Source: an optimization exercise on an open RTL-to-GDS flow (aim: small area and a short achievable clock period). Production flows keep margins and buffers that such runs may drop. Function not checked in this run: the RTL went through the layout flow alone.

==> flow/design.v <==
`timescale 1ns / 1ps
module multiplier_16bit (
    input  wire clk,
    input  wire rst,
    input  wire signed [15:0] a,
    input  wire signed [15:0] b,
    output reg  signed [31:0] product,
    output reg  signed [15:0] a_out,
    output reg  signed [15:0] b_out
);
    wire [15:0] ag = a;
    wire [31:0] accn = product;
    wire [16:0] x0;    
    wire one0 = b[0] ^ 1'b0;
    wire two0 = (b[1] & ~b[0] & ~1'b0) | (~b[1] & b[0] & 1'b0);
    wire neg0 = b[1];
    assign x0[0] = ((one0 & ag[0]) | (two0 & 1'b0)) ^ neg0;
    assign x0[1] = ((one0 & ag[1]) | (two0 & ag[0])) ^ neg0;
    assign x0[2] = ((one0 & ag[2]) | (two0 & ag[1])) ^ neg0;
    assign x0[3] = ((one0 & ag[3]) | (two0 & ag[2])) ^ neg0;
    assign x0[4] = ((one0 & ag[4]) | (two0 & ag[3])) ^ neg0;
    assign x0[5] = ((one0 & ag[5]) | (two0 & ag[4])) ^ neg0;
    assign x0[6] = ((one0 & ag[6]) | (two0 & ag[5])) ^ neg0;
    assign x0[7] = ((one0 & ag[7]) | (two0 & ag[6])) ^ neg0;
    assign x0[8] = ((one0 & ag[8]) | (two0 & ag[7])) ^ neg0;
    assign x0[9] = ((one0 & ag[9]) | (two0 & ag[8])) ^ neg0;
    assign x0[10] = ((one0 & ag[10]) | (two0 & ag[9])) ^ neg0;
    assign x0[11] = ((one0 & ag[11]) | (two0 & ag[10])) ^ neg0;
    assign x0[12] = ((one0 & ag[12]) | (two0 & ag[11])) ^ neg0;
    assign x0[13] = ((one0 & ag[13]) | (two0 & ag[12])) ^ neg0;
    assign x0[14] = ((one0 & ag[14]) | (two0 & ag[13])) ^ neg0;
    assign x0[15] = ((one0 & ag[15]) | (two0 & ag[14])) ^ neg0;
    assign x0[16] = ~(((one0 & ag[15]) | (two0 & ag[15])) ^ neg0);
    wire [16:0] x1;    
    wire one1 = b[2] ^ b[1];
    wire two1 = (b[3] & ~b[2] & ~b[1]) | (~b[3] & b[2] & b[1]);
    wire neg1 = b[3];
    assign x1[0] = ((one1 & ag[0]) | (two1 & 1'b0)) ^ neg1;
    assign x1[1] = ((one1 & ag[1]) | (two1 & ag[0])) ^ neg1;
    assign x1[2] = ((one1 & ag[2]) | (two1 & ag[1])) ^ neg1;
    assign x1[3] = ((one1 & ag[3]) | (two1 & ag[2])) ^ neg1;
    assign x1[4] = ((one1 & ag[4]) | (two1 & ag[3])) ^ neg1;
    assign x1[5] = ((one1 & ag[5]) | (two1 & ag[4])) ^ neg1;
    assign x1[6] = ((one1 & ag[6]) | (two1 & ag[5])) ^ neg1;
    assign x1[7] = ((one1 & ag[7]) | (two1 & ag[6])) ^ neg1;
    assign x1[8] = ((one1 & ag[8]) | (two1 & ag[7])) ^ neg1;
    assign x1[9] = ((one1 & ag[9]) | (two1 & ag[8])) ^ neg1;
    assign x1[10] = ((one1 & ag[10]) | (two1 & ag[9])) ^ neg1;
    assign x1[11] = ((one1 & ag[11]) | (two1 & ag[10])) ^ neg1;
    assign x1[12] = ((one1 & ag[12]) | (two1 & ag[11])) ^ neg1;
    assign x1[13] = ((one1 & ag[13]) | (two1 & ag[12])) ^ neg1;
    assign x1[14] = ((one1 & ag[14]) | (two1 & ag[13])) ^ neg1;
    assign x1[15] = ((one1 & ag[15]) | (two1 & ag[14])) ^ neg1;
    assign x1[16] = ~(((one1 & ag[15]) | (two1 & ag[15])) ^ neg1);
    wire [16:0] x2;    
    wire one2 = b[4] ^ b[3];
    wire two2 = (b[5] & ~b[4] & ~b[3]) | (~b[5] & b[4] & b[3]);
    wire neg2 = b[5];
    assign x2[0] = ((one2 & ag[0]) | (two2 & 1'b0)) ^ neg2;
    assign x2[1] = ((one2 & ag[1]) | (two2 & ag[0])) ^ neg2;
    assign x2[2] = ((one2 & ag[2]) | (two2 & ag[1])) ^ neg2;
    assign x2[3] = ((one2 & ag[3]) | (two2 & ag[2])) ^ neg2;
    assign x2[4] = ((one2 & ag[4]) | (two2 & ag[3])) ^ neg2;
    assign x2[5] = ((one2 & ag[5]) | (two2 & ag[4])) ^ neg2;
    assign x2[6] = ((one2 & ag[6]) | (two2 & ag[5])) ^ neg2;
    assign x2[7] = ((one2 & ag[7]) | (two2 & ag[6])) ^ neg2;
    assign x2[8] = ((one2 & ag[8]) | (two2 & ag[7])) ^ neg2;
    assign x2[9] = ((one2 & ag[9]) | (two2 & ag[8])) ^ neg2;
    assign x2[10] = ((one2 & ag[10]) | (two2 & ag[9])) ^ neg2;
    assign x2[11] = ((one2 & ag[11]) | (two2 & ag[10])) ^ neg2;
    assign x2[12] = ((one2 & ag[12]) | (two2 & ag[11])) ^ neg2;
    assign x2[13] = ((one2 & ag[13]) | (two2 & ag[12])) ^ neg2;
    assign x2[14] = ((one2 & ag[14]) | (two2 & ag[13])) ^ neg2;
    assign x2[15] = ((one2 & ag[15]) | (two2 & ag[14])) ^ neg2;
    assign x2[16] = ~(((one2 & ag[15]) | (two2 & ag[15])) ^ neg2);
    wire [16:0] x3;    
    wire one3 = b[6] ^ b[5];
    wire two3 = (b[7] & ~b[6] & ~b[5]) | (~b[7] & b[6] & b[5]);
    wire neg3 = b[7];
    assign x3[0] = ((one3 & ag[0]) | (two3 & 1'b0)) ^ neg3;
    assign x3[1] = ((one3 & ag[1]) | (two3 & ag[0])) ^ neg3;
    assign x3[2] = ((one3 & ag[2]) | (two3 & ag[1])) ^ neg3;
    assign x3[3] = ((one3 & ag[3]) | (two3 & ag[2])) ^ neg3;
    assign x3[4] = ((one3 & ag[4]) | (two3 & ag[3])) ^ neg3;
    assign x3[5] = ((one3 & ag[5]) | (two3 & ag[4])) ^ neg3;
    assign x3[6] = ((one3 & ag[6]) | (two3 & ag[5])) ^ neg3;
    assign x3[7] = ((one3 & ag[7]) | (two3 & ag[6])) ^ neg3;
    assign x3[8] = ((one3 & ag[8]) | (two3 & ag[7])) ^ neg3;
    assign x3[9] = ((one3 & ag[9]) | (two3 & ag[8])) ^ neg3;
    assign x3[10] = ((one3 & ag[10]) | (two3 & ag[9])) ^ neg3;
    assign x3[11] = ((one3 & ag[11]) | (two3 & ag[10])) ^ neg3;
    assign x3[12] = ((one3 & ag[12]) | (two3 & ag[11])) ^ neg3;
    assign x3[13] = ((one3 & ag[13]) | (two3 & ag[12])) ^ neg3;
    assign x3[14] = ((one3 & ag[14]) | (two3 & ag[13])) ^ neg3;
    assign x3[15] = ((one3 & ag[15]) | (two3 & ag[14])) ^ neg3;
    assign x3[16] = ~(((one3 & ag[15]) | (two3 & ag[15])) ^ neg3);
    wire [16:0] x4;    
    wire one4 = b[8] ^ b[7];
    wire two4 = (b[9] & ~b[8] & ~b[7]) | (~b[9] & b[8] & b[7]);
    wire neg4 = b[9];
    assign x4[0] = ((one4 & ag[0]) | (two4 & 1'b0)) ^ neg4;
    assign x4[1] = ((one4 & ag[1]) | (two4 & ag[0])) ^ neg4;
    assign x4[2] = ((one4 & ag[2]) | (two4 & ag[1])) ^ neg4;
    assign x4[3] = ((one4 & ag[3]) | (two4 & ag[2])) ^ neg4;
    assign x4[4] = ((one4 & ag[4]) | (two4 & ag[3])) ^ neg4;
    assign x4[5] = ((one4 & ag[5]) | (two4 & ag[4])) ^ neg4;
    assign x4[6] = ((one4 & ag[6]) | (two4 & ag[5])) ^ neg4;
    assign x4[7] = ((one4 & ag[7]) | (two4 & ag[6])) ^ neg4;
    assign x4[8] = ((one4 & ag[8]) | (two4 & ag[7])) ^ neg4;
    assign x4[9] = ((one4 & ag[9]) | (two4 & ag[8])) ^ neg4;
    assign x4[10] = ((one4 & ag[10]) | (two4 & ag[9])) ^ neg4;
    assign x4[11] = ((one4 & ag[11]) | (two4 & ag[10])) ^ neg4;
    assign x4[12] = ((one4 & ag[12]) | (two4 & ag[11])) ^ neg4;
    assign x4[13] = ((one4 & ag[13]) | (two4 & ag[12])) ^ neg4;
    assign x4[14] = ((one4 & ag[14]) | (two4 & ag[13])) ^ neg4;
    assign x4[15] = ((one4 & ag[15]) | (two4 & ag[14])) ^ neg4;
    assign x4[16] = ~(((one4 & ag[15]) | (two4 & ag[15])) ^ neg4);
    wire [16:0] x5;    
    wire one5 = b[10] ^ b[9];
    wire two5 = (b[11] & ~b[10] & ~b[9]) | (~b[11] & b[10] & b[9]);
    wire neg5 = b[11];
    assign x5[0] = ((one5 & ag[0]) | (two5 & 1'b0)) ^ neg5;
    assign x5[1] = ((one5 & ag[1]) | (two5 & ag[0])) ^ neg5;
    assign x5[2] = ((one5 & ag[2]) | (two5 & ag[1])) ^ neg5;
    assign x5[3] = ((one5 & ag[3]) | (two5 & ag[2])) ^ neg5;
    assign x5[4] = ((one5 & ag[4]) | (two5 & ag[3])) ^ neg5;
    assign x5[5] = ((one5 & ag[5]) | (two5 & ag[4])) ^ neg5;
    assign x5[6] = ((one5 & ag[6]) | (two5 & ag[5])) ^ neg5;
    assign x5[7] = ((one5 & ag[7]) | (two5 & ag[6])) ^ neg5;
    assign x5[8] = ((one5 & ag[8]) | (two5 & ag[7])) ^ neg5;
    assign x5[9] = ((one5 & ag[9]) | (two5 & ag[8])) ^ neg5;
    assign x5[10] = ((one5 & ag[10]) | (two5 & ag[9])) ^ neg5;
    assign x5[11] = ((one5 & ag[11]) | (two5 & ag[10])) ^ neg5;
    assign x5[12] = ((one5 & ag[12]) | (two5 & ag[11])) ^ neg5;
    assign x5[13] = ((one5 & ag[13]) | (two5 & ag[12])) ^ neg5;
    assign x5[14] = ((one5 & ag[14]) | (two5 & ag[13])) ^ neg5;
    assign x5[15] = ((one5 & ag[15]) | (two5 & ag[14])) ^ neg5;
    assign x5[16] = ~(((one5 & ag[15]) | (two5 & ag[15])) ^ neg5);
    wire [16:0] x6;    
    wire one6 = b[12] ^ b[11];
    wire two6 = (b[13] & ~b[12] & ~b[11]) | (~b[13] & b[12] & b[11]);
    wire neg6 = b[13];
    assign x6[0] = ((one6 & ag[0]) | (two6 & 1'b0)) ^ neg6;
    assign x6[1] = ((one6 & ag[1]) | (two6 & ag[0])) ^ neg6;
    assign x6[2] = ((one6 & ag[2]) | (two6 & ag[1])) ^ neg6;
    assign x6[3] = ((one6 & ag[3]) | (two6 & ag[2])) ^ neg6;
    assign x6[4] = ((one6 & ag[4]) | (two6 & ag[3])) ^ neg6;
    assign x6[5] = ((one6 & ag[5]) | (two6 & ag[4])) ^ neg6;
    assign x6[6] = ((one6 & ag[6]) | (two6 & ag[5])) ^ neg6;
    assign x6[7] = ((one6 & ag[7]) | (two6 & ag[6])) ^ neg6;
    assign x6[8] = ((one6 & ag[8]) | (two6 & ag[7])) ^ neg6;
    assign x6[9] = ((one6 & ag[9]) | (two6 & ag[8])) ^ neg6;
    assign x6[10] = ((one6 & ag[10]) | (two6 & ag[9])) ^ neg6;
    assign x6[11] = ((one6 & ag[11]) | (two6 & ag[10])) ^ neg6;
    assign x6[12] = ((one6 & ag[12]) | (two6 & ag[11])) ^ neg6;
    assign x6[13] = ((one6 & ag[13]) | (two6 & ag[12])) ^ neg6;
    assign x6[14] = ((one6 & ag[14]) | (two6 & ag[13])) ^ neg6;
    assign x6[15] = ((one6 & ag[15]) | (two6 & ag[14])) ^ neg6;
    assign x6[16] = ~(((one6 & ag[15]) | (two6 & ag[15])) ^ neg6);
    wire [16:0] x7;    
    wire one7 = b[14] ^ b[13];
    wire two7 = (b[15] & ~b[14] & ~b[13]) | (~b[15] & b[14] & b[13]);
    wire neg7 = b[15];
    assign x7[0] = ((one7 & ag[0]) | (two7 & 1'b0)) ^ neg7;
    assign x7[1] = ((one7 & ag[1]) | (two7 & ag[0])) ^ neg7;
    assign x7[2] = ((one7 & ag[2]) | (two7 & ag[1])) ^ neg7;
    assign x7[3] = ((one7 & ag[3]) | (two7 & ag[2])) ^ neg7;
    assign x7[4] = ((one7 & ag[4]) | (two7 & ag[3])) ^ neg7;
    assign x7[5] = ((one7 & ag[5]) | (two7 & ag[4])) ^ neg7;
    assign x7[6] = ((one7 & ag[6]) | (two7 & ag[5])) ^ neg7;
    assign x7[7] = ((one7 & ag[7]) | (two7 & ag[6])) ^ neg7;
    assign x7[8] = ((one7 & ag[8]) | (two7 & ag[7])) ^ neg7;
    assign x7[9] = ((one7 & ag[9]) | (two7 & ag[8])) ^ neg7;
    assign x7[10] = ((one7 & ag[10]) | (two7 & ag[9])) ^ neg7;
    assign x7[11] = ((one7 & ag[11]) | (two7 & ag[10])) ^ neg7;
    assign x7[12] = ((one7 & ag[12]) | (two7 & ag[11])) ^ neg7;
    assign x7[13] = ((one7 & ag[13]) | (two7 & ag[12])) ^ neg7;
    assign x7[14] = ((one7 & ag[14]) | (two7 & ag[13])) ^ neg7;
    assign x7[15] = ((one7 & ag[15]) | (two7 & ag[14])) ^ neg7;
    assign x7[16] = ~(((one7 & ag[15]) | (two7 & ag[15])) ^ neg7);
    wire s0, c1;
    fa us0 (accn[0], b[1], x0[0], s0, c1);
    wire s2, c3;
    fa us2 (accn[1], x0[1], c1, s2, c3);
    wire s4, c5;
    fa us4 (accn[2], b[3], x0[2], s4, c5);
    wire s6, c7;
    fa us6 (x1[0], s4, c3, s6, c7);
    wire s8, c9;
    fa us8 (accn[3], x0[3], x1[1], s8, c9);
    wire s10, c11;
    fa us10 (c5, s8, c7, s10, c11);
    wire s12, c13;
    fa us12 (accn[4], b[5], x0[4], s12, c13);
    wire s14, c15;
    fa us14 (x1[2], x2[0], c9, s14, c15);
    wire s16, c17;
    fa us16 (s12, s14, c11, s16, c17);
    wire s18, c19;
    fa us18 (accn[5], x0[5], x1[3], s18, c19);
    wire s20, c21;
    fa us20 (x2[1], c13, s18, s20, c21);
    wire s22, c23;
    ha us22 (c15, s20, s22, c23);
    wire s24, c25;
    fa us24 (accn[6], b[7], x0[6], s24, c25);
    wire s26, c27;
    fa us26 (x1[4], x2[2], x3[0], s26, c27);
    wire s28, c29;
    fa us28 (c19, s24, s26, s28, c29);
    wire s30, c31;
    fa us30 (c21, s28, c23, s30, c31);
    wire s32, c33;
    fa us32 (accn[7], x0[7], x1[5], s32, c33);
    wire s34, c35;
    fa us34 (x2[3], x3[1], c25, s34, c35);
    wire s36, c37;
    fa us36 (c27, s32, s34, s36, c37);
    wire s38, c39;
    fa us38 (c29, s36, c31, s38, c39);
    wire s40, c41;
    fa us40 (accn[8], b[9], x0[8], s40, c41);
    wire s42, c43;
    fa us42 (x1[6], x2[4], x3[2], s42, c43);
    wire s44, c45;
    fa us44 (x4[0], c33, s40, s44, c45);
    wire s46, c47;
    fa us46 (s42, c35, s44, s46, c47);
    wire s48, c49;
    ha us48 (c37, s46, s48, c49);
    wire s50, c51;
    fa us50 (accn[9], x0[9], x1[7], s50, c51);
    wire s52, c53;
    fa us52 (x2[5], x3[3], x4[1], s52, c53);
    wire s54, c55;
    fa us54 (c41, c43, s50, s54, c55);
    wire s56, c57;
    fa us56 (s52, c45, s54, s56, c57);
    wire s58, c59;
    ha us58 (c47, s56, s58, c59);
    wire s60, c61;
    fa us60 (accn[10], b[11], x0[10], s60, c61);
    wire s62, c63;
    fa us62 (x1[8], x2[6], x3[4], s62, c63);
    wire s64, c65;
    fa us64 (x4[2], x5[0], c51, s64, c65);
    wire s66, c67;
    fa us66 (c53, s60, s62, s66, c67);
    wire s68, c69;
    fa us68 (s64, c55, s66, s68, c69);
    wire s70, c71;
    ha us70 (c57, s68, s70, c71);
    wire s72, c73;
    fa us72 (accn[11], x0[11], x1[9], s72, c73);
    wire s74, c75;
    fa us74 (x2[7], x3[5], x4[3], s74, c75);
    wire s76, c77;
    fa us76 (x5[1], c61, c63, s76, c77);
    wire s78, c79;
    fa us78 (s72, s74, c65, s78, c79);
    wire s80, c81;
    fa us80 (s76, c67, s78, s80, c81);
    wire s82, c83;
    ha us82 (c69, c71, s82, c83);
    wire s84, c85;
    fa us84 (accn[12], b[13], x0[12], s84, c85);
    wire s86, c87;
    fa us86 (x1[10], x2[8], x3[6], s86, c87);
    wire s88, c89;
    fa us88 (x4[4], x5[2], x6[0], s88, c89);
    wire s90, c91;
    fa us90 (c73, c75, s84, s90, c91);
    wire s92, c93;
    fa us92 (s86, s88, c77, s92, c93);
    wire s94, c95;
    fa us94 (s90, c79, s92, s94, c95);
    wire s96, c97;
    ha us96 (c81, s94, s96, c97);
    wire s98, c99;
    fa us98 (accn[13], x0[13], x1[11], s98, c99);
    wire s100, c101;
    fa us100 (x2[9], x3[7], x4[5], s100, c101);
    wire s102, c103;
    fa us102 (x5[3], x6[1], c85, s102, c103);
    wire s104, c105;
    fa us104 (c87, c89, s98, s104, c105);
    wire s106, c107;
    fa us106 (s100, s102, c91, s106, c107);
    wire s108, c109;
    fa us108 (s104, c93, s106, s108, c109);
    wire s110, c111;
    ha us110 (c95, s108, s110, c111);
    wire s112, c113;
    fa us112 (accn[14], b[15], x0[14], s112, c113);
    wire s114, c115;
    fa us114 (x1[12], x2[10], x3[8], s114, c115);
    wire s116, c117;
    fa us116 (x4[6], x5[4], x6[2], s116, c117);
    wire s118, c119;
    fa us118 (x7[0], c99, c101, s118, c119);
    wire s120, c121;
    fa us120 (s112, s114, s116, s120, c121);
    wire s122, c123;
    fa us122 (c103, s118, c105, s122, c123);
    wire s124, c125;
    fa us124 (s120, c107, s122, s124, c125);
    wire s126, c127;
    ha us126 (c109, s124, s126, c127);
    wire s128, c129;
    fa us128 (accn[15], x0[15], x1[13], s128, c129);
    wire s130, c131;
    fa us130 (x2[11], x3[9], x4[7], s130, c131);
    wire s132, c133;
    fa us132 (x5[5], x6[3], x7[1], s132, c133);
    wire s134, c135;
    fa us134 (c113, c115, c117, s134, c135);
    wire s136, c137;
    fa us136 (s128, s130, s132, s136, c137);
    wire s138, c139;
    fa us138 (c119, s134, c121, s138, c139);
    wire s140, c141;
    fa us140 (s136, c123, s138, s140, c141);
    wire s142, c143;
    ha us142 (c125, s140, s142, c143);
    wire s144, c145;
    fa1 us144 (accn[16], x0[16], s144, c145);
    wire s146, c147;
    fa us146 (x1[14], x2[12], x3[10], s146, c147);
    wire s148, c149;
    fa us148 (x4[8], x5[6], x6[4], s148, c149);
    wire s150, c151;
    fa us150 (x7[2], s144, c129, s150, c151);
    wire s152, c153;
    fa us152 (c131, c133, s146, s152, c153);
    wire s154, c155;
    fa us154 (s148, c135, s150, s154, c155);
    wire s156, c157;
    fa us156 (c137, s152, c139, s156, c157);
    wire s158, c159;
    fa us158 (s154, c141, s156, s158, c159);
    wire s160, c161;
    fa1 us160 (accn[17], x1[15], s160, c161);
    wire s162, c163;
    fa us162 (x2[13], x3[11], x4[9], s162, c163);
    wire s164, c165;
    fa us164 (x5[7], x6[5], x7[3], s164, c165);
    wire s166, c167;
    fa us166 (c145, s160, c147, s166, c167);
    wire s168, c169;
    fa us168 (c149, s162, s164, s168, c169);
    wire s170, c171;
    fa us170 (c151, s166, c153, s170, c171);
    wire s172, c173;
    fa us172 (s168, c155, s170, s172, c173);
    wire s174, c175;
    ha us174 (c157, s172, s174, c175);
    wire s176, c177;
    fa us176 (accn[18], x1[16], x2[14], s176, c177);
    wire s178, c179;
    fa us178 (x3[12], x4[10], x5[8], s178, c179);
    wire s180, c181;
    fa us180 (x6[6], x7[4], c161, s180, c181);
    wire s182, c183;
    fa us182 (c163, c165, s176, s182, c183);
    wire s184, c185;
    fa us184 (s178, s180, c167, s184, c185);
    wire s186, c187;
    fa us186 (c169, s182, c171, s186, c187);
    wire s188, c189;
    fa us188 (s184, c173, s186, s188, c189);
    wire s190, c191;
    fa1 us190 (accn[19], x2[15], s190, c191);
    wire s192, c193;
    fa us192 (x3[13], x4[11], x5[9], s192, c193);
    wire s194, c195;
    fa us194 (x6[7], x7[5], s190, s194, c195);
    wire s196, c197;
    fa us196 (c177, c179, s192, s196, c197);
    wire s198, c199;
    fa us198 (c181, s194, c183, s198, c199);
    wire s200, c201;
    fa us200 (s196, c185, s198, s200, c201);
    wire s202, c203;
    ha us202 (c187, s200, s202, c203);
    wire s204, c205;
    fa us204 (accn[20], x2[16], x3[14], s204, c205);
    wire s206, c207;
    fa us206 (x4[12], x5[10], x6[8], s206, c207);
    wire s208, c209;
    fa us208 (x7[6], c191, c193, s208, c209);
    wire s210, c211;
    fa us210 (s204, s206, c195, s210, c211);
    wire s212, c213;
    fa us212 (s208, c197, s210, s212, c213);
    wire s214, c215;
    fa us214 (c199, s212, c201, s214, c215);
    wire s216, c217;
    fa1 us216 (accn[21], x3[15], s216, c217);
    wire s218, c219;
    fa us218 (x4[13], x5[11], x6[9], s218, c219);
    wire s220, c221;
    fa us220 (x7[7], s216, c205, s220, c221);
    wire s222, c223;
    fa us222 (c207, s218, c209, s222, c223);
    wire s224, c225;
    fa us224 (s220, c211, s222, s224, c225);
    wire s226, c227;
    ha us226 (c213, s224, s226, c227);
    wire s228, c229;
    fa us228 (accn[22], x3[16], x4[14], s228, c229);
    wire s230, c231;
    fa us230 (x5[12], x6[10], x7[8], s230, c231);
    wire s232, c233;
    fa us232 (c217, c219, s228, s232, c233);
    wire s234, c235;
    fa us234 (s230, c221, s232, s234, c235);
    wire s236, c237;
    fa us236 (c223, s234, c225, s236, c237);
    wire s238, c239;
    fa1 us238 (accn[23], x4[15], s238, c239);
    wire s240, c241;
    fa us240 (x5[13], x6[11], x7[9], s240, c241);
    wire s242, c243;
    fa us242 (s238, c229, c231, s242, c243);
    wire s244, c245;
    fa us244 (s240, s242, c233, s244, c245);
    wire s246, c247;
    ha us246 (c235, s244, s246, c247);
    wire s248, c249;
    fa us248 (accn[24], x4[16], x5[14], s248, c249);
    wire s250, c251;
    fa us250 (x6[12], x7[10], c239, s250, c251);
    wire s252, c253;
    fa us252 (c241, s248, s250, s252, c253);
    wire s254, c255;
    fa us254 (c243, s252, c245, s254, c255);
    wire s256, c257;
    fa1 us256 (accn[25], x5[15], s256, c257);
    wire s258, c259;
    fa us258 (x6[13], x7[11], s256, s258, c259);
    wire s260, c261;
    fa us260 (c249, c251, s258, s260, c261);
    wire s262, c263;
    ha us262 (c253, s260, s262, c263);
    wire s264, c265;
    fa us264 (accn[26], x5[16], x6[14], s264, c265);
    wire s266, c267;
    fa us266 (x7[12], c257, s264, s266, c267);
    wire s268, c269;
    fa us268 (c259, s266, c261, s268, c269);
    wire s270, c271;
    fa1 us270 (accn[27], x6[15], s270, c271);
    wire s272, c273;
    fa us272 (x7[13], s270, c265, s272, c273);
    wire s274, c275;
    fa us274 (s272, c267, c269, s274, c275);
    wire s276, c277;
    fa us276 (accn[28], x6[16], x7[14], s276, c277);
    wire s278, c279;
    fa us278 (c271, s276, c273, s278, c279);
    wire s280, c281;
    fa1 us280 (accn[29], x7[15], s280, c281);
    wire s282, c283;
    fa us282 (s280, c277, c279, s282, c283);
    wire s284, c285;
    fa us284 (accn[30], x7[16], c281, s284, c285);
    wire s286, c287;
    fa1 us286 (accn[31], c285, s286, c287);
    wire [31:0] r0 = {s286, s284, s282, s278, s274, c263, s262, c247, s246, c227, s226, c203, s202, c175, s174, c143, c127, c111, c97, c83, s80, c59, c49, s48, s38, s30, s22, s16, s10, s6, s2, s0};
    wire [31:0] r1 = {1'b0, c283, 1'b0, c275, 1'b0, s268, c255, s254, c237, s236, c215, s214, c189, s188, c159, s158, s142, s126, s110, s96, s82, s70, s58, c39, 1'b0, 1'b0, c17, 1'b0, 1'b0, 1'b0, 1'b0, 1'b0};
    wire [31:0] sum;
    wire [31:0] p0, gn;
    assign p0[0] = r0[0];
    assign gn[0] = 1'b1;
    assign p0[1] = r0[1];
    assign gn[1] = 1'b1;
    assign p0[2] = r0[2];
    assign gn[2] = 1'b1;
    assign p0[3] = r0[3];
    assign gn[3] = 1'b1;
    assign p0[4] = r0[4];
    assign gn[4] = 1'b1;
    pg upg5 (r0[5], r1[5], p0[5], gn[5]);
    assign p0[6] = r0[6];
    assign gn[6] = 1'b1;
    assign p0[7] = r0[7];
    assign gn[7] = 1'b1;
    pg upg8 (r0[8], r1[8], p0[8], gn[8]);
    pg upg9 (r0[9], r1[9], p0[9], gn[9]);
    pg upg10 (r0[10], r1[10], p0[10], gn[10]);
    pg upg11 (r0[11], r1[11], p0[11], gn[11]);
    pg upg12 (r0[12], r1[12], p0[12], gn[12]);
    pg upg13 (r0[13], r1[13], p0[13], gn[13]);
    pg upg14 (r0[14], r1[14], p0[14], gn[14]);
    pg upg15 (r0[15], r1[15], p0[15], gn[15]);
    pg upg16 (r0[16], r1[16], p0[16], gn[16]);
    pg upg17 (r0[17], r1[17], p0[17], gn[17]);
    pg upg18 (r0[18], r1[18], p0[18], gn[18]);
    pg upg19 (r0[19], r1[19], p0[19], gn[19]);
    pg upg20 (r0[20], r1[20], p0[20], gn[20]);
    pg upg21 (r0[21], r1[21], p0[21], gn[21]);
    pg upg22 (r0[22], r1[22], p0[22], gn[22]);
    pg upg23 (r0[23], r1[23], p0[23], gn[23]);
    pg upg24 (r0[24], r1[24], p0[24], gn[24]);
    pg upg25 (r0[25], r1[25], p0[25], gn[25]);
    pg upg26 (r0[26], r1[26], p0[26], gn[26]);
    assign p0[27] = r0[27];
    assign gn[27] = 1'b1;
    pg upg28 (r0[28], r1[28], p0[28], gn[28]);
    assign p0[29] = r0[29];
    assign gn[29] = 1'b1;
    pg upg30 (r0[30], r1[30], p0[30], gn[30]);
    assign p0[31] = r0[31];
    assign gn[31] = 1'b1;
    wire G288 = ~gn[1] | (p0[1] & ~gn[0]);
    wire G289 = ~gn[2] | (p0[2] & ~gn[1]);
    wire P290 = p0[2] & p0[1];
    wire G291 = ~gn[3] | (p0[3] & ~gn[2]);
    wire P292 = p0[3] & p0[2];
    wire G293 = ~gn[4] | (p0[4] & ~gn[3]);
    wire P294 = p0[4] & p0[3];
    wire G295 = ~gn[5] | (p0[5] & ~gn[4]);
    wire P296 = p0[5] & p0[4];
    wire G297 = ~gn[6] | (p0[6] & ~gn[5]);
    wire P298 = p0[6] & p0[5];
    wire G299 = ~gn[7] | (p0[7] & ~gn[6]);
    wire P300 = p0[7] & p0[6];
    wire G301 = ~gn[8] | (p0[8] & ~gn[7]);
    wire P302 = p0[8] & p0[7];
    wire G303 = ~gn[9] | (p0[9] & ~gn[8]);
    wire P304 = p0[9] & p0[8];
    wire G305 = ~gn[10] | (p0[10] & ~gn[9]);
    wire P306 = p0[10] & p0[9];
    wire G307 = ~gn[11] | (p0[11] & ~gn[10]);
    wire P308 = p0[11] & p0[10];
    wire G309 = ~gn[12] | (p0[12] & ~gn[11]);
    wire P310 = p0[12] & p0[11];
    wire G311 = ~gn[13] | (p0[13] & ~gn[12]);
    wire P312 = p0[13] & p0[12];
    wire G313 = ~gn[14] | (p0[14] & ~gn[13]);
    wire P314 = p0[14] & p0[13];
    wire G315 = ~gn[15] | (p0[15] & ~gn[14]);
    wire P316 = p0[15] & p0[14];
    wire G317 = ~gn[16] | (p0[16] & ~gn[15]);
    wire P318 = p0[16] & p0[15];
    wire G319 = ~gn[17] | (p0[17] & ~gn[16]);
    wire P320 = p0[17] & p0[16];
    wire G321 = ~gn[18] | (p0[18] & ~gn[17]);
    wire P322 = p0[18] & p0[17];
    wire G323 = ~gn[19] | (p0[19] & ~gn[18]);
    wire P324 = p0[19] & p0[18];
    wire G325 = ~gn[20] | (p0[20] & ~gn[19]);
    wire P326 = p0[20] & p0[19];
    wire G327 = ~gn[21] | (p0[21] & ~gn[20]);
    wire P328 = p0[21] & p0[20];
    wire G329 = ~gn[22] | (p0[22] & ~gn[21]);
    wire P330 = p0[22] & p0[21];
    wire G331 = ~gn[23] | (p0[23] & ~gn[22]);
    wire P332 = p0[23] & p0[22];
    wire G333 = ~gn[24] | (p0[24] & ~gn[23]);
    wire P334 = p0[24] & p0[23];
    wire G335 = ~gn[25] | (p0[25] & ~gn[24]);
    wire P336 = p0[25] & p0[24];
    wire G337 = ~gn[26] | (p0[26] & ~gn[25]);
    wire P338 = p0[26] & p0[25];
    wire G339 = ~gn[27] | (p0[27] & ~gn[26]);
    wire P340 = p0[27] & p0[26];
    wire G341 = ~gn[28] | (p0[28] & ~gn[27]);
    wire P342 = p0[28] & p0[27];
    wire G343 = ~gn[29] | (p0[29] & ~gn[28]);
    wire P344 = p0[29] & p0[28];
    wire G345 = ~gn[30] | (p0[30] & ~gn[29]);
    wire P346 = p0[30] & p0[29];
    wire G347 = ~gn[31] | (p0[31] & ~gn[30]);
    wire P348 = p0[31] & p0[30];
    wire G349 = G289 | (P290 & ~gn[0]);
    wire G350 = G291 | (P292 & G288);
    wire G351 = G293 | (P294 & G289);
    wire P352 = P294 & P290;
    wire G353 = G295 | (P296 & G291);
    wire P354 = P296 & P292;
    wire G355 = G297 | (P298 & G293);
    wire P356 = P298 & P294;
    wire G357 = G299 | (P300 & G295);
    wire P358 = P300 & P296;
    wire G359 = G301 | (P302 & G297);
    wire P360 = P302 & P298;
    wire G361 = G303 | (P304 & G299);
    wire P362 = P304 & P300;
    wire G363 = G305 | (P306 & G301);
    wire P364 = P306 & P302;
    wire G365 = G307 | (P308 & G303);
    wire P366 = P308 & P304;
    wire G367 = G309 | (P310 & G305);
    wire P368 = P310 & P306;
    wire G369 = G311 | (P312 & G307);
    wire P370 = P312 & P308;
    wire G371 = G313 | (P314 & G309);
    wire P372 = P314 & P310;
    wire G373 = G315 | (P316 & G311);
    wire P374 = P316 & P312;
    wire G375 = G317 | (P318 & G313);
    wire P376 = P318 & P314;
    wire G377 = G319 | (P320 & G315);
    wire P378 = P320 & P316;
    wire G379 = G321 | (P322 & G317);
    wire P380 = P322 & P318;
    wire G381 = G323 | (P324 & G319);
    wire P382 = P324 & P320;
    wire G383 = G325 | (P326 & G321);
    wire P384 = P326 & P322;
    wire G385 = G327 | (P328 & G323);
    wire P386 = P328 & P324;
    wire G387 = G329 | (P330 & G325);
    wire P388 = P330 & P326;
    wire G389 = G331 | (P332 & G327);
    wire P390 = P332 & P328;
    wire G391 = G333 | (P334 & G329);
    wire P392 = P334 & P330;
    wire G393 = G335 | (P336 & G331);
    wire P394 = P336 & P332;
    wire G395 = G337 | (P338 & G333);
    wire P396 = P338 & P334;
    wire G397 = G339 | (P340 & G335);
    wire P398 = P340 & P336;
    wire G399 = G341 | (P342 & G337);
    wire P400 = P342 & P338;
    wire G401 = G343 | (P344 & G339);
    wire P402 = P344 & P340;
    wire G403 = G345 | (P346 & G341);
    wire P404 = P346 & P342;
    wire G405 = G347 | (P348 & G343);
    wire P406 = P348 & P344;
    wire G407 = G351 | (P352 & ~gn[0]);
    wire G408 = G353 | (P354 & G288);
    wire G409 = G355 | (P356 & G349);
    wire G410 = G357 | (P358 & G350);
    wire G411 = G359 | (P360 & G351);
    wire P412 = P360 & P352;
    wire G413 = G361 | (P362 & G353);
    wire P414 = P362 & P354;
    wire G415 = G363 | (P364 & G355);
    wire P416 = P364 & P356;
    wire G417 = G365 | (P366 & G357);
    wire P418 = P366 & P358;
    wire G419 = G367 | (P368 & G359);
    wire P420 = P368 & P360;
    wire G421 = G369 | (P370 & G361);
    wire P422 = P370 & P362;
    wire G423 = G371 | (P372 & G363);
    wire P424 = P372 & P364;
    wire G425 = G373 | (P374 & G365);
    wire P426 = P374 & P366;
    wire G427 = G375 | (P376 & G367);
    wire P428 = P376 & P368;
    wire G429 = G377 | (P378 & G369);
    wire P430 = P378 & P370;
    wire G431 = G379 | (P380 & G371);
    wire P432 = P380 & P372;
    wire G433 = G381 | (P382 & G373);
    wire P434 = P382 & P374;
    wire G435 = G383 | (P384 & G375);
    wire P436 = P384 & P376;
    wire G437 = G385 | (P386 & G377);
    wire P438 = P386 & P378;
    wire G439 = G387 | (P388 & G379);
    wire P440 = P388 & P380;
    wire G441 = G389 | (P390 & G381);
    wire P442 = P390 & P382;
    wire G443 = G391 | (P392 & G383);
    wire P444 = P392 & P384;
    wire G445 = G393 | (P394 & G385);
    wire P446 = P394 & P386;
    wire G447 = G395 | (P396 & G387);
    wire P448 = P396 & P388;
    wire G449 = G397 | (P398 & G389);
    wire P450 = P398 & P390;
    wire G451 = G399 | (P400 & G391);
    wire P452 = P400 & P392;
    wire G453 = G401 | (P402 & G393);
    wire P454 = P402 & P394;
    wire G455 = G403 | (P404 & G395);
    wire P456 = P404 & P396;
    wire G457 = G405 | (P406 & G397);
    wire P458 = P406 & P398;
    wire G459 = G411 | (P412 & ~gn[0]);
    wire G460 = G413 | (P414 & G288);
    wire G461 = G415 | (P416 & G349);
    wire G462 = G417 | (P418 & G350);
    wire G463 = G419 | (P420 & G407);
    wire G464 = G421 | (P422 & G408);
    wire G465 = G423 | (P424 & G409);
    wire G466 = G425 | (P426 & G410);
    wire G467 = G427 | (P428 & G411);
    wire P468 = P428 & P412;
    wire G469 = G429 | (P430 & G413);
    wire P470 = P430 & P414;
    wire G471 = G431 | (P432 & G415);
    wire P472 = P432 & P416;
    wire G473 = G433 | (P434 & G417);
    wire P474 = P434 & P418;
    wire G475 = G435 | (P436 & G419);
    wire P476 = P436 & P420;
    wire G477 = G437 | (P438 & G421);
    wire P478 = P438 & P422;
    wire G479 = G439 | (P440 & G423);
    wire P480 = P440 & P424;
    wire G481 = G441 | (P442 & G425);
    wire P482 = P442 & P426;
    wire G483 = G443 | (P444 & G427);
    wire P484 = P444 & P428;
    wire G485 = G445 | (P446 & G429);
    wire P486 = P446 & P430;
    wire G487 = G447 | (P448 & G431);
    wire P488 = P448 & P432;
    wire G489 = G449 | (P450 & G433);
    wire P490 = P450 & P434;
    wire G491 = G451 | (P452 & G435);
    wire P492 = P452 & P436;
    wire G493 = G453 | (P454 & G437);
    wire P494 = P454 & P438;
    wire G495 = G455 | (P456 & G439);
    wire P496 = P456 & P440;
    wire G497 = G457 | (P458 & G441);
    wire P498 = P458 & P442;
    wire G499 = G467 | (P468 & ~gn[0]);
    wire G500 = G469 | (P470 & G288);
    wire G501 = G471 | (P472 & G349);
    wire G502 = G473 | (P474 & G350);
    wire G503 = G475 | (P476 & G407);
    wire G504 = G477 | (P478 & G408);
    wire G505 = G479 | (P480 & G409);
    wire G506 = G481 | (P482 & G410);
    wire G507 = G483 | (P484 & G459);
    wire G508 = G485 | (P486 & G460);
    wire G509 = G487 | (P488 & G461);
    wire G510 = G489 | (P490 & G462);
    wire G511 = G491 | (P492 & G463);
    wire G512 = G493 | (P494 & G464);
    wire G513 = G495 | (P496 & G465);
    wire G514 = G497 | (P498 & G466);
    wire [31:0] cy = {G513, G512, G511, G510, G509, G508, G507, G506, G505, G504, G503, G502, G501, G500, G499, G466, G465, G464, G463, G462, G461, G460, G459, G410, G409, G408, G407, G350, G349, G288, ~gn[0], 1'b0};
    assign sum = p0 ^ cy;
    always @(posedge clk) begin
        product <= sum & {32{~rst}};
        a_out   <= a & {16{~rst}};
        b_out   <= b & {16{~rst}};
    end
endmodule
module booth_enc (input wire b1, input wire b0, input wire bm1, output wire one, output wire two, output wire neg);
    assign one = b0 ^ bm1;
    assign two = (b1 & ~b0 & ~bm1) | (~b1 & b0 & bm1);
    assign neg = b1;
endmodule
module booth_row (input wire [15:0] a, input wire [2:0] b, output wire [16:0] x);
    wire one = b[1] ^ b[0];
    wire two = (b[2] & ~b[1] & ~b[0]) | (~b[2] & b[1] & b[0]);
    wire [16:0] a1 = {a[15], a};
    wire [16:0] a2 = {a, 1'b0};
    wire [16:0] y = ((a1 & {17{one}}) | (a2 & {17{two}})) ^ {17{b[2]}};
    assign x = {~y[16], y[15:0]};
endmodule
module booth_row_i (input wire [15:0] a, input wire [2:0] b, output wire [16:0] x);
    wire one = b[1] ^ b[0];
    wire two = (b[2] & ~b[1] & ~b[0]) | (~b[2] & b[1] & b[0]);
    wire [16:0] a1 = {a[15], a};
    wire [16:0] a2 = {a, 1'b0};
    wire [16:0] y = ((a1 & {17{one}}) | (a2 & {17{two}})) ^ {17{b[2]}};
    assign x = {y[16], ~y[15:0]};
endmodule
module pg (input wire a, input wire b, output wire p, output wire gn);
    assign p  = a ^ b;
    assign gn = ~(a & b);
endmodule
module pgi (input wire an, input wire bn, output wire p, output wire gn);
    assign p  = an ^ bn;
    assign gn = an | bn;
endmodule
module fa (input wire a, input wire b, input wire c, output wire s, output wire co);
    assign s  = a ^ b ^ c;
    assign co = (a & b) | (a & c) | (b & c);
endmodule
module ha (input wire a, input wire b, output wire s, output wire co);
    assign s  = a ^ b;
    assign co = a & b;
endmodule
module fa1 (input wire a, input wire b, output wire s, output wire co);
    assign s  = ~(a ^ b);
    assign co = a | b;
endmodule
==> flow/flow/run.sh <==
#!/bin/bash
# The standard synthesis and layout, with two changes to the layout:
#  * the port buffers are the smallest buffer cell (buffer_ports -buffer_cell) instead of
#    the delay-cell buffers buffer_ports picks by itself;
#  * repair_timing aims for extra setup slack (flow/setup_margin.txt, ns) so the resizer
#    speeds up the critical paths. The clock and I/O constraints are unchanged.
set -euo pipefail
export BUFFER_PORTS_ARGS="-buffer_cell sky130_fd_sc_hd__buf_1"
M=$(cat flow/setup_margin.txt)
if [[ "$M" != "0" ]]; then export SETUP_SLACK_MARGIN=$M; fi
S=$(cat flow/move_sequence.txt)
if [[ -n "$S" ]]; then export SETUP_MOVE_SEQUENCE=$S; fi
bash standard.sh synth > synth.log 2>&1
bash standard.sh finish > layout.log 2>&1
==> flow/flow/move_sequence.txt <==
unbuffer,sizeup,swap
==> flow/flow/setup_margin.txt <==
10.8
==> flow/standard.sh <==
#!/bin/bash
# synth_recipe.tcl (not shown) runs the flow's synth.tcl, then flattens the netlist and writes it again
# the make line also repeats each setting of config.mk as NAME=value (left out here)
make -C /OpenROAD-flow-scripts/flow DESIGN_CONFIG=/design/flow/config.mk WORK_HOME=/design/flow/orfs CLKGATE_MAP_FILE= SYNTH_SCRIPT=/design/flow/synth_recipe.tcl "${@:-finish}"
==> flow/config.mk <==
export PLATFORM = sky130hd
export DESIGN_NAME = multiplier_16bit
export DESIGN_NICKNAME = multiplier_16bit
export VERILOG_FILES = /design/flow/design.v
export SDC_FILE = /design/flow/constraint.sdc
export NUM_CORES = 4
export LEC_CHECK = 0
export ABC_AREA = 1
export CAP_MARGIN = 20
export CORE_MARGIN = 2
export CORE_UTILIZATION = 40
export SLEW_MARGIN = 20
export SYNTH_HIERARCHICAL = 1
==> flow/constraint.sdc <==
create_clock -name core_clock -period 20.0 [get_ports {clk}]
set_input_delay 4.0000 -clock core_clock [delete_from_list [all_inputs] [get_ports {clk}]]
set_output_delay 4.0000 -clock core_clock [all_outputs]
set_load 0.01 [all_outputs]
==> metrics list <==
* Average instance area after synthesis: 8.168 um2
- Max-cap violations in this run came to 0.
- In this run the count of I/O pins placed on the die edge is 98.
* Y dimension of the die: 152.7 um
- Setup Skew: 0.01143 ns
* Number of remaining DRC errors: 0
- Synth Net Count: 1284
- The run finished with no timing, DRC or antenna violations.
- Die width: approximately 150 um
- Number of cells on the worst reg-to-reg path: 14
* Clock buffer depth: 2
- The initial antenna violation count came to 0.
- Synth Cell Area: between 0.008 and 0.009 mm2
* Total Nets Final: 1345
- The clock tree synthesis step divided the H-tree into 3 levels.
- Post-Layout Cell Count: 1429
- Final TNS setup: 0 ns
* Critical path startpoint: b[7]
- Met1 demand-to-capacity share in global routing: 0.3156
- In the final layout, the share of cells above drive strength 1 is 0.05396.
- The detailed router finished its first iteration with 671 violations.
* Area inside the core boundary: between 0.02 and 0.025 mm2
- In this run the worst path has a maximum fanout of 22.
- Measured against its own limit, the worst slew margin works out to 0.4747.
- Across all setup checks in the final design, the least slack found is 11.16 ns.
* Clock network latency to the later pin of the worst-skew pair: 0.35 ns
- In this run the critical register-to-register path is captured at product[26]$_DFF_P_.
* CTS hold repair buffers: 0
* Clock tree from TritonCTS: built
* Iteration count of the initial detailed-routing pass: 5
- Warnings from Yosys: 7
- Wire per inst: 17.05 um
- Once the clock tree was built, the resizer swapped 0 gates to a different size.
- During placement, the flow inserted port buffers numbering 97.
- Starting utilization of the core area: 0.4066
- Terminating pin of the worst hold path: product[1]$_DFF_P_
- Number of global-route vias before repair: 7253
- Kind of start point of the critical path: input pin
- Final weighted congestion of routability-driven global placement: 0.8800
* Antenna Nets Post-Route: 0
- Pin count of the biggest net entering global routing: 44
- After detailed placement, the design holds a cell count of ~1400.
- In the finished design, the share of the clock period the worst path needs comes to 0.4419.
* Global-route layer with the greatest usage: met2
- STA classifies the critical path endpoint as a flop.
- Post-route minimum period: 8.838 ns
- Synthesis handed over a netlist of 1083 instances.
- Clock-pin slew was measured on the worst setup and hold paths at about 0.06 ns.
- Overall routed net length: 24370 um
* Hold path startpoint: product[1]$_DFF_P_
- Final Hold Viols: 0
* Core Util, Final: 0.4429
- Kind of critical path: in -> reg
- Reg2Reg Setup Slack: 15.77 ns
* First-pass GRT wire length: between 30000 and 40000 um
* Transition at the pin with the smallest max-transition slack: 0.7870 ns
* Final number of max-transition violations: 0
- Timing analysis after detailed placement gives a worst setup slack of 10.66 ns.
- Path category of the worst min-delay check: reg -> reg
- Setup repair after global routing missed its margin: no
* Worst endpoint required time: around 20 ns
* Post-CTS Setup Inserts: 0
- In this run the core area contains 54 standard-cell rows.
- Met3 Track Usage GR: 0.04096
* GRT met2 Usage: 0.3308
- In this run the critical register-to-register path is launched from product[14]$_DFF_P_.
- At the worst endpoint, the arrival time is 9.08 ns.
- Clock Sink Count: 64
* Total routing usage reported by global routing: 0.2155
- Inserted Diodes: 0
* Instance count along the most critical hold path: 3
- Final number of setup-violating endpoints: 0
- From synthesis to final layout, the design area changed by 8.939%.
- Summing over every cut layer, the via total after detailed routing is 7421.
* Via density per instance: 5.193
- Post-detail-place hpwl: roughly 19000 um
- The tree is rooted in a clkbuf_16.
- Maximum clock rate: 0.1132 GHz
- Number of CTS-inserted buffers: 9
* Remaining global-route overflow: 0
- The die covers 0.02332 mm2.
[worst max-delay path, stage by stage]
cell      delay, ns
buf_1          0.07
buf_4          0.34
nor2_1         0.16
o21ai_4        0.48
o22ai_1        0.15
xor2_1         0.19
fa_1           0.45
fa_1           0.52
fa_1           0.44
fa_1           0.40
fa_1           0.48
ha_1           0.37
nand2_2        0.09
nor2_1         0.22
and2_1         0.16
nand2_1        0.05
nand3b_1       0.15
nand2_1        0.12
a21oi_1        0.14
nor2_1         0.06
[cell usage in the layout (no fill, tap or decap), types with 3 or more instances in the layout]
cell type,instances
nand3b_1,4
buf_4,8
clkbuf_16,9
a21oi_1,34
ha_1,46
xor2_1,127
dfxtp_1,64
clkinv_1,14
clkinv_4,4
o21ai_4,6
fa_1,121
nand2_2,9
inv_2,6
o22ai_1,108
buf_1,96
nor3_1,3
o21ai_0,21
inv_1,159
o22ai_2,12
a211oi_1,7
nand3_1,13
nand2_1,157
nor2_1,105
[area by class of cell]
| class | instances | area, um2 |
|---|---|---|
| Tap cell | 280 | 350.3 |
| Clock inverter | 6 | 70.07 |
| Inverter | 179 | 671.9 |
| Clock buffer | 10 | 229.0 |
| Multi-Input combinational cell | 784 | 6598 |
| Timing Repair Buffer | 106 | 436.7 |
| Sequential cell | 64 | 1281 |
| Fill cell | 2215 | 12120 |
[flip-flops by register name, summed over array words and instances, names as in the netlist]
name,flops
a_out,16
b_out,16
product,32
[worst max-delay path by stage]
stage          depth (start not counted)             endpoint  slack (ns)
4_1_cts                               20  product[26]$_DFF_P_       11.00
5_1_grt                               20  product[26]$_DFF_P_       10.82
2_1_floorplan                         20  product[26]$_DFF_P_       11.73
6_report                              20  product[26]$_DFF_P_       11.16
3_5_place_dp                          20  product[26]$_DFF_P_       10.66
3_3_place_gp                          20  product[26]$_DFF_P_       10.69
[through the flow]
step,hold WS [ns],area [um2]
after global placement,0.6369,9274
after CTS,0.6631,9573
after floorplan,0.6864,8846
after global routing,0.7125,9637
final,0.6556,9637
after detailed placement,0.6510,9274
[routing by layer]
metal / routed length (um) / up-vias / part of all wire
li1: - / 3547 / -
met3: 1817 / 18 / 0.075
met2: 10870 / 289 / 0.45
met1: 11420 / 3567 / 0.47
met4: 263 / 0 / 0.011
met5: 0 / - / 0

-- re-timing with driven ports --
Ports are ideal in the flow. The routed layout listed here was re-timed in OpenROAD. Step 1: set_driving_cell puts a clkbuf_16 on clk and a buf_2 on each other input, an assumption about the parent block. Step 2, shift: input delay + t, output delay - t, t = (earliest + latest rising clock arrival at the registers) / 2. This alone moves slack from input paths to output paths. Three values: ideal ports, drivers, drivers and shift; two values: the first two.
shift t [ns]: 0.390
setup slack, ns: 11.162 / 11.179 / 10.790
latest minus earliest clock arrival (ns): 0.012 / 0.011
worst register clock-pin slew, ns: 0.06 / 0.06
worst data-port slew with drivers (ns): 0.04
After both steps setup and hold are still met in this run. For this run, drivers alone change the setup slack by +0.017 ns; drivers and shift together by -0.372 ns.
